Source: an optimization exercise on an open RTL-to-GDS flow (aim: small area and a short achievable clock period). Production flows keep margins and buffers that such runs may drop.
RTL that was checked went through simulation tests only; none was proved equivalent to the original.
Power and IR drop assume default switching activity.

Design matrix_convol, start of the top module:
module matrix_convol #(parameter m=9, f=3) (clk, rst, a, b, stride, out, done);
input clk, rst;
input [7:0] a, b;
input [3:0] stride;
output reg [15:0] out;
output reg done;
localparam [1:0] S_IDLE = 2'd0, S_LOAD = 2'd1, S_MAC = 2'd2, S_STEP = 2'd3;
reg [1:0] state;
reg [3:0] lr;       
reg [3:0] lc;       
reg [2:0] cc, cr;   
reg       ov;       
reg [3:0] strd;     
reg       upd;      
reg [647:0] xq;     
reg [71:0]  hq;     
reg [8:0]  rs;      
reg [1:0]  r, c;    
reg [7:0]  xr, hr;  
reg [15:0] ps, pc;  
reg [15:0] acc;
wire ld_st   = (state == S_LOAD);
wire mac_st  = (state == S_MAC);
wire step_st = (state == S_STEP);
wire last_e  = (lc == 4'd8);
integer R, j;
always @(posedge clk) begin
    for (R = 0; R < 9; R = R + 1) begin
        for (j = 1; j < 9; j = j + 1)
            xq[(9*R+j)*8 +: 8] <= xq[(9*R+j-1)*8 +: 8];
        if (ld_st && lr == R)
            xq[(9*R)*8 +: 8] <= ~a;
        else
            xq[(9*R)*8 +: 8] <= xq[(9*R+8)*8 +: 8];
    end
    for (j = 1; j < 9; j = j + 1)
        hq[j*8 +: 8] <= hq[(j-1)*8 +: 8];
    if (ld_st && lr == 4'd0)
        hq[7:0] <= ~b;
    else
        hq[7:0] <= hq[71:64];
end
reg [7:0] xt, ht;
always @(*) begin
    xt = {8{~|rs}};
    ht = 8'd0;
    for (R = 0; R < 9; R = R + 1) begin
        xt = xt | ({8{rs[R]}} & xq[(9*R + (3*R)%9)*8 +: 8]);
        ht = ht | ({8{hs[R]}} & hq[R*8 +: 8]);
    end
end
reg [8:0] hs, rs_n;   
reg [1:0] r_n, c_n;
always @(*) begin
    hs = 9'd0;
    case ({cr, cc})
        6'd0: hs = 9'b000000001;
        6'd1: hs = 9'b000000010;
        6'd2: hs = 9'b000000100;
        6'd3: hs = 9'b000001000;
  ...
clock: 11.0 ns
lec_check: 0
cap_margin: 20
core_margin: 2
core_utilization: 40
cts_buf_list: sky130_fd_sc_hd__clkbuf_8
cts_cluster_diameter: 60
cts_cluster_size: 20
slew_margin: 20
standard.sh (not shown) runs the stock make flow with config.mk's settings and CLKGATE_MAP_FILE= SYNTH_SCRIPT=/design/flow/synth_recipe.tcl, a recipe that flattens the netlist after the stock synthesis.
==> flow/flow/run.sh <==
#!/bin/bash
# The standard layout (the standard.sh, every step unchanged), with the
# ports buffered by a plain buffer (buf_4) and a clock tree without dummy
# loads, with clkbuf_16 at its root and upper level and clkbuf_8 at its leaves.
set -euo pipefail
export BUFFER_PORTS_ARGS="-buffer_cell sky130_fd_sc_hd__buf_4"
export CTS_ARGS="-sink_clustering_enable -repair_clock_nets -sink_clustering_size 20 -sink_clustering_max_diameter 60 -buf_list sky130_fd_sc_hd__clkbuf_8 -root_buf sky130_fd_sc_hd__clkbuf_16 -dont_use_dummy_load"
bash standard.sh > standard.log 2>&1
The first run ran to the end with no violations.
Edit:
--- a/flow/design.v
+++ b/flow/design.v
@@ -8,14 +8,12 @@
 localparam [1:0] S_IDLE = 2'd0, S_LOAD = 2'd1, S_MAC = 2'd2, S_STEP = 2'd3;
 reg [1:0] state;
 reg [3:0] lr;       
 reg [3:0] lc;       
 reg [2:0] cc, cr;   
 reg       ov;       
-reg [3:0] strd;     
-reg       upd;      
 reg [647:0] xq;     
 reg [71:0]  hq;     
 reg [8:0]  rs;      
 reg [1:0]  r, c;    
 reg [7:0]  xr, hr;  
 reg [15:0] ps, pc;  
@@ -370,31 +368,30 @@
 wire take = mac_st && last_e;
 wire keep = ld_st || (state[1] && !take);
 always @(posedge clk) begin
     out  <= (acc & {16{take}}) | (out & {16{keep}});
     done <= state[1] && last_e;
 end
-wire [4:0] ccs = cc + strd;
-wire [4:0] crs = cr + strd;
-always @(posedge clk) begin
-    strd <= stride;
-    upd  <= step_st && last_e;
-end
+wire [4:0] ccs = cc + stride;
+wire [4:0] crs = cr + stride;
 always @(posedge clk) begin
     case (state)
         S_IDLE: begin
             lr <= 4'd0; lc <= 4'd0;
             cc <= 3'd0; cr <= 3'd0; ov <= 1'b0;
         end
         S_LOAD: begin
             if (lr == 4'd9) lc <= 4'd0;
             else if (last_e) begin lc <= 4'd0; lr <= lr + 4'd1; end
             else lc <= lc + 4'd1;
         end
         S_MAC: begin
-            if (upd) begin
+        end
+        default: begin
+            lc <= last_e ? 4'd0 : lc + 4'd1;
+            if (last_e) begin
                 if (cc != 3'd6) begin
                     cc <= ccs[2:0];
                     ov <= ccs > 5'd6;
                 end else begin
                     cc <= 3'd0;
                     if (cr != 3'd6) begin
@@ -402,12 +399,9 @@
                         ov <= crs > 5'd6;
                     end else
                         cr <= 3'd0;
                 end
             end
         end
-        default: begin
-            lc <= last_e ? 4'd0 : lc + 4'd1;
-        end
     endcase
 end
 endmodule
Result:
- The new run finished clean
- power rises by 3.9%
- hold slack improves by 0.011 ns
- final area falls by 1.3%
- non-clock buffer count is unchanged
- global-route usage rises by 0.45 points
Only the layout flow was run in the second run of this note; the RTL was not checked for function there.

[port drivers added, routing unchanged]
No port has a modelled driver above. Below, the same layouts with a new extraction and two added sets of constraints.
Step 1, drivers: a clkbuf_16 drives clk and a buf_2 each remaining input, both assumed.
Step 2 adds t to the input delays and takes it off the output delays; t is the mean of the earliest and latest rising clock arrival at the registers after step 1. Input paths then give back, and output paths get back, about the clock's delay inside the block.
Slacks: ideal / step 1 / step 2; pairs: ideal / step 1.
run | t, ns | setup WS [ns] | worst setup path at the end | worst slew at a driven data input, ns
the first run | 0.597 | 7.784 / 7.724 / 8.055 | register to register | 0.08
the second run | 0.603 | 7.544 / 7.572 / 6.969 | input to register | 0.04
After both steps setup and hold are still met in every run listed. The setup slack of the second run, which loses most, moves by +0.028 ns with the drivers and by -0.575 ns with both steps.
